Background: an optimization exercise with open tools, aiming at small area. Do not read the settings as production practice. Function was checked by simulation only, so behaviour that the tests miss may differ from the original. No driver is modelled on the clock port, so clock power and skew are understated where the tree is cut down; a real chip needs a root buffer or a tree. Power and IR drop assume default switching activity.

==> flow/design.v <==
`default_nettype none
`default_nettype none
`default_nettype none
`default_nettype none
module Matrix_Calculator
    (input logic [7:0] data_in,
     input logic enter, sw,
     input logic [1:0] operation,
     input logic clk, rst,
     output logic [4:0] data_out,
     output logic finish, error,
     output logic [3:0] index);
    logic enter_d, sw_d;
    logic enter_pulse, switch_pulse;
    logic [4:0] c;
    logic done;
    logic accept, last;
    logic [1:0] op;
    logic invalid, mult, sub, step, elem;
    logic busy, first, ready, first_step, start;
    logic [1:0] k;
    always_ff @(posedge clk) begin
        enter_d <= enter;
        sw_d <= sw;
    end
    assign enter_pulse = enter & ~enter_d;
    assign switch_pulse = sw & ~sw_d;
    assign accept = enter_pulse & ~done & ~rst;
    assign last = accept & (&c[3:0]);
    always_ff @(posedge clk) begin
        if (accept)
            op <= operation;
    end
    assign invalid = ~op[1] & op[0];
    assign mult = ~op[1] & ~op[0];
    assign sub = op[1] & op[0];
    assign finish = done & ~invalid & ready;
    assign error = done & invalid;
    assign step = finish & switch_pulse;
    assign elem = step & c[0];
    always_ff @(posedge clk) begin
        if (rst) begin
            c <= 5'd0;
            done <= 1'b0;
        end else begin
            if (accept | step)
                c[3:0] <= c[3:0] + 4'd1;
            if (step & (&c[3:0]))
                c[4] <= ~c[4];
            if (last)
                done <= 1'b1;
        end
    end
    assign index = done ? c[4:1] : 4'd0;
    assign first_step = done & ~invalid & ~first & ~busy;
    assign start = last | first_step | elem;
    always_ff @(posedge clk) begin
        if (rst) begin
            busy <= 1'b0;
            k <= 2'd0;
            first <= 1'b0;
            ready <= 1'b0;
        end else begin
            if (start) begin
                busy <= 1'b1;
                k <= 2'd0;
            end else if (busy) begin
                k <= k + 2'd1;
                if (k == 2'd3)
                    busy <= 1'b0;
            end
            if (first_step)
                first <= 1'b1;
            ready <= first;
        end
    end
    logic [3:0] ce;
    assign ce = c[4:1] + {3'd0, first};
    logic rot_a;
    assign rot_a = elem & c[2] & ~c[1];
    logic [7:0] pa [0:3];     
    logic [7:0] qa [0:3];     
    logic en_pa, en_qa;
    assign en_pa = (accept & ~c[3] & ~c[0]) | rot_a;
    assign en_qa = (accept & ~c[3] & c[0]) | rot_a;
    always_ff @(posedge clk) begin
        if (en_pa) begin
            pa[0] <= done ? pa[3] : data_in;
            pa[1] <= pa[0];
            pa[2] <= pa[1];
            pa[3] <= pa[2];
        end
        if (en_qa) begin
            qa[0] <= done ? qa[3] : data_in;
            qa[1] <= qa[0];
            qa[2] <= qa[1];
            qa[3] <= qa[2];
        end
    end
    logic [3:0] lb [0:3][0:3];
    logic [3:0] tap;
    assign tap = lb[0][3];
    genvar gj;
    generate
        for (gj = 0; gj < 4; gj++) begin : blane
            logic en;
            logic [3:0] nib;
            assign nib = gj[0] ? data_in[3:0] : data_in[7:4];
            assign en = (accept & c[3] & (c[0] == gj[1])) | (done & busy);
            always_ff @(posedge clk) begin
                if (en) begin
                    lb[gj][0] <= done ? lb[(gj + 1) % 4][3] : nib;
                    lb[gj][1] <= lb[gj][0];
                    lb[gj][2] <= lb[gj][1];
                    lb[gj][3] <= lb[gj][2];
                end
            end
        end
    endgenerate
    logic [3:0] ak [0:3];
    assign ak[0] = pa[3][7:4];
    assign ak[1] = pa[3][3:0];
    assign ak[2] = qa[3][7:4];
    assign ak[3] = qa[3][3:0];
    logic [3:0] xa, mx, my;
    logic [1:0] d;
    logic add_b, add_a;
    assign xa = ak[mult ? k : ce[1:0]];
    assign d = k - ce[3:2];
    assign add_b = ~mult & (d == 2'd0);
    assign add_a = ~mult & (d == 2'd1);
    assign mx = {4{busy}} & ((mult | add_a) ? xa : {3'd0, add_b});
    assign my = (mult | add_b) ? (tap ^ {4{sub}}) : {3'd0, add_a};
    logic [9:0] acc_n, res_n, mac_n;
    logic sub_init;
    assign sub_init = last ? &operation : sub;
    logic pp1;
    logic pp2;
    logic pp3;
    logic pp4;
    logic pp5;
    logic pp6;
    logic pp7;
    logic pp8;
    logic pp9;
    logic pp10;
    logic pp11;
    logic pp12;
    logic pp13;
    logic pp14;
    logic pp15;
    logic pp16;
    logic s17;
    logic c18;
    logic s19;
    logic c20;
    logic s21;
    logic c22;
    logic s23;
    logic c24;
    logic s25;
    logic c26;
    logic s27;
    logic c28;
    logic s29;
    logic c30;
    logic s31;
    logic c32;
    logic s33;
    logic c34;
    logic s35;
    logic c36;
    logic s37;
    logic c38;
    logic s39;
    logic c40;
    logic s41;
    logic c42;
    logic s43;
    logic c44;
    logic s45;
    logic c46;
    logic s47;
    logic c48;
    logic s49;
    logic c50;
    logic s51;
    logic c52;
    logic s53;
    logic c54;
    logic s55;
    logic c56;
    logic s57;
    logic c58;
    logic s59;
    assign pp1 = ~(mx[0] & my[0]);
    assign pp2 = ~(mx[0] & my[1]);
    assign pp3 = ~(mx[0] & my[2]);
    assign pp4 = ~(mx[0] & my[3]);
    assign pp5 = ~(mx[1] & my[0]);
    assign pp6 = ~(mx[1] & my[1]);
    assign pp7 = ~(mx[1] & my[2]);
    assign pp8 = ~(mx[1] & my[3]);
    assign pp9 = ~(mx[2] & my[0]);
    assign pp10 = ~(mx[2] & my[1]);
    assign pp11 = ~(mx[2] & my[2]);
    assign pp12 = ~(mx[2] & my[3]);
    assign pp13 = ~(mx[3] & my[0]);
    assign pp14 = ~(mx[3] & my[1]);
    assign pp15 = ~(mx[3] & my[2]);
    assign pp16 = ~(mx[3] & my[3]);
    InvHalfAdder ha18 (.a(acc_n[0]), .b(pp1), .s(s17), .co(c18));
    FullAdder fa20 (.a(acc_n[1]), .b(pp2), .c(pp5), .s(s19), .co(c20));
    InvHalfAdder ha22 (.a(c18), .b(s19), .s(s21), .co(c22));
    FullAdder fa24 (.a(acc_n[2]), .b(pp3), .c(pp6), .s(s23), .co(c24));
    FullAdder fa26 (.a(pp9), .b(c20), .c(s23), .s(s25), .co(c26));
    InvHalfAdder ha28 (.a(c22), .b(s25), .s(s27), .co(c28));
    FullAdder fa30 (.a(acc_n[3]), .b(pp4), .c(pp7), .s(s29), .co(c30));
    FullAdder fa32 (.a(pp10), .b(pp13), .c(c24), .s(s31), .co(c32));
    FullAdder fa34 (.a(s29), .b(c26), .c(s31), .s(s33), .co(c34));
    InvHalfAdder ha36 (.a(c28), .b(s33), .s(s35), .co(c36));
    FullAdder fa38 (.a(acc_n[4]), .b(pp8), .c(pp11), .s(s37), .co(c38));
    FullAdder fa40 (.a(pp14), .b(c30), .c(s37), .s(s39), .co(c40));
    FullAdder fa42 (.a(c32), .b(s39), .c(c34), .s(s41), .co(c42));
    InvHalfAdder ha44 (.a(c36), .b(s41), .s(s43), .co(c44));
    FullAdder fa46 (.a(acc_n[5]), .b(pp12), .c(pp15), .s(s45), .co(c46));
    FullAdder fa48 (.a(c38), .b(s45), .c(c40), .s(s47), .co(c48));
    FullAdder fa50 (.a(s47), .b(c42), .c(c44), .s(s49), .co(c50));
    FullAdder fa52 (.a(acc_n[6]), .b(pp16), .c(c46), .s(s51), .co(c52));
    FullAdder fa54 (.a(s51), .b(c48), .c(c50), .s(s53), .co(c54));
    FullAdder fa56 (.a(acc_n[7]), .b(c52), .c(c54), .s(s55), .co(c56));
    InvHalfAdder ha58 (.a(acc_n[8]), .b(c56), .s(s57), .co(c58));
    assign s59 = ~(acc_n[9] ^ c58);
    assign mac_n = {s59, s57, s55, s53, s49, s43, s35, s27, s21, s17};
    always_ff @(posedge clk) begin
        acc_n <= start ? {5'h1f, ~sub_init, 3'h7, ~sub_init} : mac_n;
        if (elem | first_step)
            res_n <= mac_n;
    end
    always_comb begin
        if (c[0])
            data_out = ~res_n[4:0];
        else
            data_out = mult ? ~res_n[9:5] : 5'd0;
    end
endmodule
module FullAdder (input logic a, b, c, output logic s, co);
    assign s = a ^ b ^ c;
    assign co = (a & b) | (a & c) | (b & c);
endmodule
module InvHalfAdder (input logic a, b, output logic s, co);
    Xnor2 x (.a(a), .b(b), .y(s));
    assign co = a | b;
endmodule
module Xnor2 (input logic a, b, output logic y);
    assign y = ~(a ^ b);
endmodule
Settings: LEC_CHECK=0, ABC_AREA=1, CAP_MARGIN=20, CORE_MARGIN=2, CORE_UTILIZATION=45, PLACE_DENSITY=0.95, SLEW_MARGIN=20, SYNTH_HIERARCHICAL=1, SYNTH_MINIMUM_KEEP_SIZE=0; clock period 10.0 ns.
standard.sh (not shown) runs the stock make flow with config.mk's settings and CLKGATE_MAP_FILE= SYNTH_SCRIPT=/design/flow/synth_recipe.tcl, a recipe that flattens the netlist after the stock synthesis.
==> flow/flow/run.sh <==
#!/bin/bash
# The standard layout with three changes: port buffers are buf_1, repairs
# use buffers of at most drive 4 (small_buffers.tcl), and the clock
# tree is built by manual_cts.tcl (a balanced two-level tree of inverter
# cells) instead of TritonCTS. Each tool's full output goes to the ORFS logs
# under orfs/logs; make's own output goes to make.log here.
set -euo pipefail
cd "$(dirname "$0")/.."

bash standard.sh \
  "BUFFER_PORTS_ARGS=-buffer_cell sky130_fd_sc_hd__buf_1" \
  "PRE_CTS_TCL=$PWD/flow/manual_cts.tcl" \
  "PRE_GLOBAL_PLACE_TCL=$PWD/flow/small_buffers.tcl" \
  "PRE_RESIZE_TCL=$PWD/flow/small_buffers.tcl" \
  "PRE_GLOBAL_ROUTE_TCL=$PWD/flow/small_buffers.tcl" \
  finish > make.log 2>&1
==> flow/flow/manual_cts.tcl <==
# Used as PRE_CTS_TCL in place of TritonCTS: a two-level clock tree of
# inverters (two inversions, so every flip-flop sees the clock's polarity).
# The clock port drives NTOP inverters; each drives an equal share of NLEAF
# leaf inverters; each leaf drives an equal share of the flip-flops. Groups
# come from recursive bisection of the placed locations, cutting the longer
# side of each group's bounding box.
set NTOP 2
set NLEAF 8
set TOPBUF sky130_fd_sc_hd__inv_6
set LEAFBUF sky130_fd_sc_hd__inv_8

proc mcts_split {items n} {
  if {$n <= 1} { return [list $items] }
  set xs {}; set ys {}
  foreach s $items { lappend xs [lindex $s 1]; lappend ys [lindex $s 2] }
  set xs [lsort -real $xs]; set ys [lsort -real $ys]
  set w [expr {[lindex $xs end] - [lindex $xs 0]}]
  set h [expr {[lindex $ys end] - [lindex $ys 0]}]
  set sorted [lsort -real -index [expr {$w >= $h ? 1 : 2}] $items]
  set n1 [expr {$n / 2}]
  set cut [expr {int(round([llength $sorted] * double($n1) / $n))}]
  return [concat [mcts_split [lrange $sorted 0 [expr {$cut - 1}]] $n1] \
                 [mcts_split [lrange $sorted $cut end] [expr {$n - $n1}]]]
}

proc mcts_buffer {block master name innet items} {
  set sx 0; set sy 0
  foreach s $items { set sx [expr {$sx + [lindex $s 1]}]; set sy [expr {$sy + [lindex $s 2]}] }
  set m [llength $items]
  set cx [expr {$sx / $m}]; set cy [expr {$sy / $m}]
  set net [odb::dbNet_create $block "${name}_net"]
  $net setSigType CLOCK
  set inst [odb::dbInst_create $block $master $name]
  $inst setLocation [expr {int($cx)}] [expr {int($cy)}]
  $inst setPlacementStatus PLACED
  [$inst findITerm A] connect $innet
  set out [$inst findITerm X]
  if {$out == "NULL"} { set out [$inst findITerm Y] }
  $out connect $net
  foreach s $items {
    set it [lindex $s 0]
    $it disconnect
    $it connect $net
  }
  puts "manual_cts: $name ([$master getName]) drives $m pins"
  return [list [$inst findITerm A] $cx $cy]
}

proc manual_cts {ntop nleaf topbuf leafbuf} {
  set block [ord::get_db_block]
  set clk [$block findNet clk]
  set tm [[ord::get_db] findMaster $topbuf]
  set lm [[ord::get_db] findMaster $leafbuf]
  set sinks {}
  foreach it [$clk getITerms] {
    set b [[$it getInst] getBBox]
    lappend sinks [list $it [expr {([$b xMin] + [$b xMax]) / 2.0}] [expr {([$b yMin] + [$b yMax]) / 2.0}]]
  }
  set leaves {}
  set k 0
  foreach group [mcts_split $sinks $nleaf] {
    lappend leaves [mcts_buffer $block $lm "clkbuf_leaf$k" $clk $group]
    incr k
  }
  set t 0
  foreach group [mcts_split $leaves $ntop] {
    mcts_buffer $block $tm "clkbuf_top$t" $clk $group
    incr t
  }
}

manual_cts $NTOP $NLEAF $TOPBUF $LEAFBUF
rename clock_tree_synthesis __tritoncts_unused
proc clock_tree_synthesis {args} {
  set_propagated_clock [all_clocks]
}
# the tree's inverters already sit next to their flip-flops
rename repair_clock_inverters __repair_clock_inverters_unused
proc repair_clock_inverters {args} {}
==> flow/flow/small_buffers.tcl <==
# Used as PRE_*_TCL for the steps that repair slew and capacitance: the
# design has ample timing slack, so its repairs use buffers of at most
# drive 4.
set_dont_use {sky130_fd_sc_hd__buf_6 sky130_fd_sc_hd__buf_8 sky130_fd_sc_hd__buf_12 sky130_fd_sc_hd__buf_16 sky130_fd_sc_hd__bufbuf_8 sky130_fd_sc_hd__bufbuf_16 sky130_fd_sc_hd__clkbuf_8 sky130_fd_sc_hd__clkbuf_16}
Edit:
==> flow/flow/run.sh (replaced) <==
#!/bin/bash
# The standard layout with two changes: port buffers are buf_1, and the clock
# tree is built by manual_cts.tcl (a balanced two-level tree of clkbuf
# cells) instead of TritonCTS. Each tool's full output goes to the ORFS logs
# under orfs/logs; make's own output goes to make.log here.
set -euo pipefail
cd "$(dirname "$0")/.."

bash standard.sh \
  "BUFFER_PORTS_ARGS=-buffer_cell sky130_fd_sc_hd__buf_1" \
  "PRE_CTS_TCL=$PWD/flow/manual_cts.tcl" \
  finish > make.log 2>&1
--- a/flow/flow/manual_cts.tcl
+++ b/flow/flow/manual_cts.tcl
@@ -1,4 +1,3 @@
-# Used as PRE_CTS_TCL in place of TritonCTS: a two-level clock tree of
-# inverters (two inversions, so every flip-flop sees the clock's polarity).
-# The clock port drives NTOP inverters; each drives an equal share of NLEAF
-# leaf inverters; each leaf drives an equal share of the flip-flops. Groups
+# Used as PRE_CTS_TCL in place of TritonCTS: a two-level clock tree. The
+# clock port drives NTOP buffers; each drives an equal share of NLEAF leaf
+# buffers; each leaf buffer drives an equal share of the flip-flops. Groups
@@ -8,3 +7,3 @@
-set NLEAF 8
-set TOPBUF sky130_fd_sc_hd__inv_6
-set LEAFBUF sky130_fd_sc_hd__inv_8
+set NLEAF 9
+set TOPBUF sky130_fd_sc_hd__clkbuf_4
+set LEAFBUF sky130_fd_sc_hd__clkbuf_8
@@ -37,3 +36 @@
-  set out [$inst findITerm X]
-  if {$out == "NULL"} { set out [$inst findITerm Y] }
-  $out connect $net
+  [$inst findITerm X] connect $net
@@ -77,3 +73,0 @@
-# the tree's inverters already sit next to their flip-flops
-rename repair_clock_inverters __repair_clock_inverters_unused
-proc repair_clock_inverters {args} {}
ABC_AREA = default   (was 1)
PLACE_DENSITY = 0.85   (was 0.95)
removed: flow/flow/small_buffers.tcl
Result:
- The new run finished with timing, DRC and antenna clean
- cell area fell slightly
- register-to-register slack degrades by 680 ps
- routed wire length fell by a little under a tenth
- die area fell slightly
- worst hold slack improves by 3.4 ps
- sequential power is about the same
- sequential cell count stays the same
- power rose slightly
- clock power rose by a little under a tenth
Edit:
--- a/flow/flow/manual_cts.tcl
+++ b/flow/flow/manual_cts.tcl
@@ -7 +7 @@
-set NLEAF 9
+set NLEAF 10
CORE_UTILIZATION = 60   (was 45)
Outcome: The new run finished with timing, DRC and antenna clean. Final cell count is lower by 6.8%. Global-route usage increases by 5.2 points. Clock skew grows by 25 ps.
Edit:
--- a/flow/flow/run.sh
+++ b/flow/flow/run.sh
@@ -2,2 +2,3 @@
-# The standard layout with two changes: port buffers are buf_1, and the clock
-# tree is built by manual_cts.tcl (a balanced two-level tree of clkbuf
+# The standard layout with three changes: port buffers are buf_1, repairs
+# use buffers of at most drive 4 (small_buffers.tcl), and the clock
+# tree is built by manual_cts.tcl (a balanced two-level tree of inverter
@@ -11,0 +13,3 @@
+  "PRE_GLOBAL_PLACE_TCL=$PWD/flow/small_buffers.tcl" \
+  "PRE_RESIZE_TCL=$PWD/flow/small_buffers.tcl" \
+  "PRE_GLOBAL_ROUTE_TCL=$PWD/flow/small_buffers.tcl" \
--- a/flow/flow/manual_cts.tcl
+++ b/flow/flow/manual_cts.tcl
@@ -1,3 +1,4 @@
-# Used as PRE_CTS_TCL in place of TritonCTS: a two-level clock tree. The
-# clock port drives NTOP buffers; each drives an equal share of NLEAF leaf
-# buffers; each leaf buffer drives an equal share of the flip-flops. Groups
+# Used as PRE_CTS_TCL in place of TritonCTS: a two-level clock tree of
+# inverters (two inversions, so every flip-flop sees the clock's polarity).
+# The clock port drives NTOP inverters; each drives an equal share of NLEAF
+# leaf inverters; each leaf drives an equal share of the flip-flops. Groups
@@ -7,3 +8,3 @@
-set NLEAF 10
-set TOPBUF sky130_fd_sc_hd__clkbuf_4
-set LEAFBUF sky130_fd_sc_hd__clkbuf_8
+set NLEAF 9
+set TOPBUF sky130_fd_sc_hd__inv_6
+set LEAFBUF sky130_fd_sc_hd__inv_8
@@ -36 +37,3 @@
-  [$inst findITerm X] connect $net
+  set out [$inst findITerm X]
+  if {$out == "NULL"} { set out [$inst findITerm Y] }
+  $out connect $net
@@ -73,0 +77,3 @@
+# the tree's inverters already sit next to their flip-flops
+rename repair_clock_inverters __repair_clock_inverters_unused
+proc repair_clock_inverters {args} {}
==> flow/flow/small_buffers.tcl (new file) <==
# Used as PRE_*_TCL for the steps that repair slew and capacitance: the
# design has ample timing slack, so its repairs use buffers of at most
# drive 4.
set_dont_use {sky130_fd_sc_hd__buf_6 sky130_fd_sc_hd__buf_8 sky130_fd_sc_hd__buf_12 sky130_fd_sc_hd__buf_16 sky130_fd_sc_hd__bufbuf_8 sky130_fd_sc_hd__bufbuf_16 sky130_fd_sc_hd__clkbuf_8 sky130_fd_sc_hd__clkbuf_16}
CORE_UTILIZATION = 45   (was 60)
PLACE_DENSITY = 0.95   (was 0.85)
Core utilization decreases by 17 points.
Total power decreases by 2.0%.
Final cell count increases by 7.3%.
Die area increases by 32%.
Sequential cell count is unchanged.
Cell area decreases by 0.33%.
Setup slack improved by 4.5 ps.
Critical path depth does not change.
Worst hold slack improved by 32 ps.
Synthesized cell count stays the same.
No run of this note takes its clock network from TritonCTS; it comes from the design's own scripts or RTL.

[re-timing with driven ports]
The results above use ideal ports. As a check the final layouts listed here were re-extracted and re-timed, cells and wires unchanged. Step 1 sets driving cells, clkbuf_16 on the clock port and buf_2 on the other inputs (assumed; they add their load-dependent delay and slew). Step 2, shift: input delay + t, output delay - t, t = (earliest + latest rising clock arrival at the registers) / 2. This alone moves slack from input paths to output paths. Slacks: no drivers / after step 1 / after step 2; pairs: no drivers / after step 1.
run | t (ns) | setup WS [ns] | latest minus earliest clock arrival (ns) | slew at the worst register clock pin (ns)
the first run | 0.233 | 4.181 / 4.181 / 4.181 | 0.022 / 0.023 | 0.11 / 0.11
the second run | 0.418 | 3.497 / 3.497 / 3.497 | 0.020 / 0.019 | 0.12 / 0.12
the third run | 0.428 | 3.382 / 3.382 / 3.382 | 0.043 / 0.043 | 0.10 / 0.10
the fourth run | 0.244 | 3.387 / 3.387 / 3.387 | 0.022 / 0.022 | 0.10 / 0.10
After both steps setup and hold are still met in every run listed.
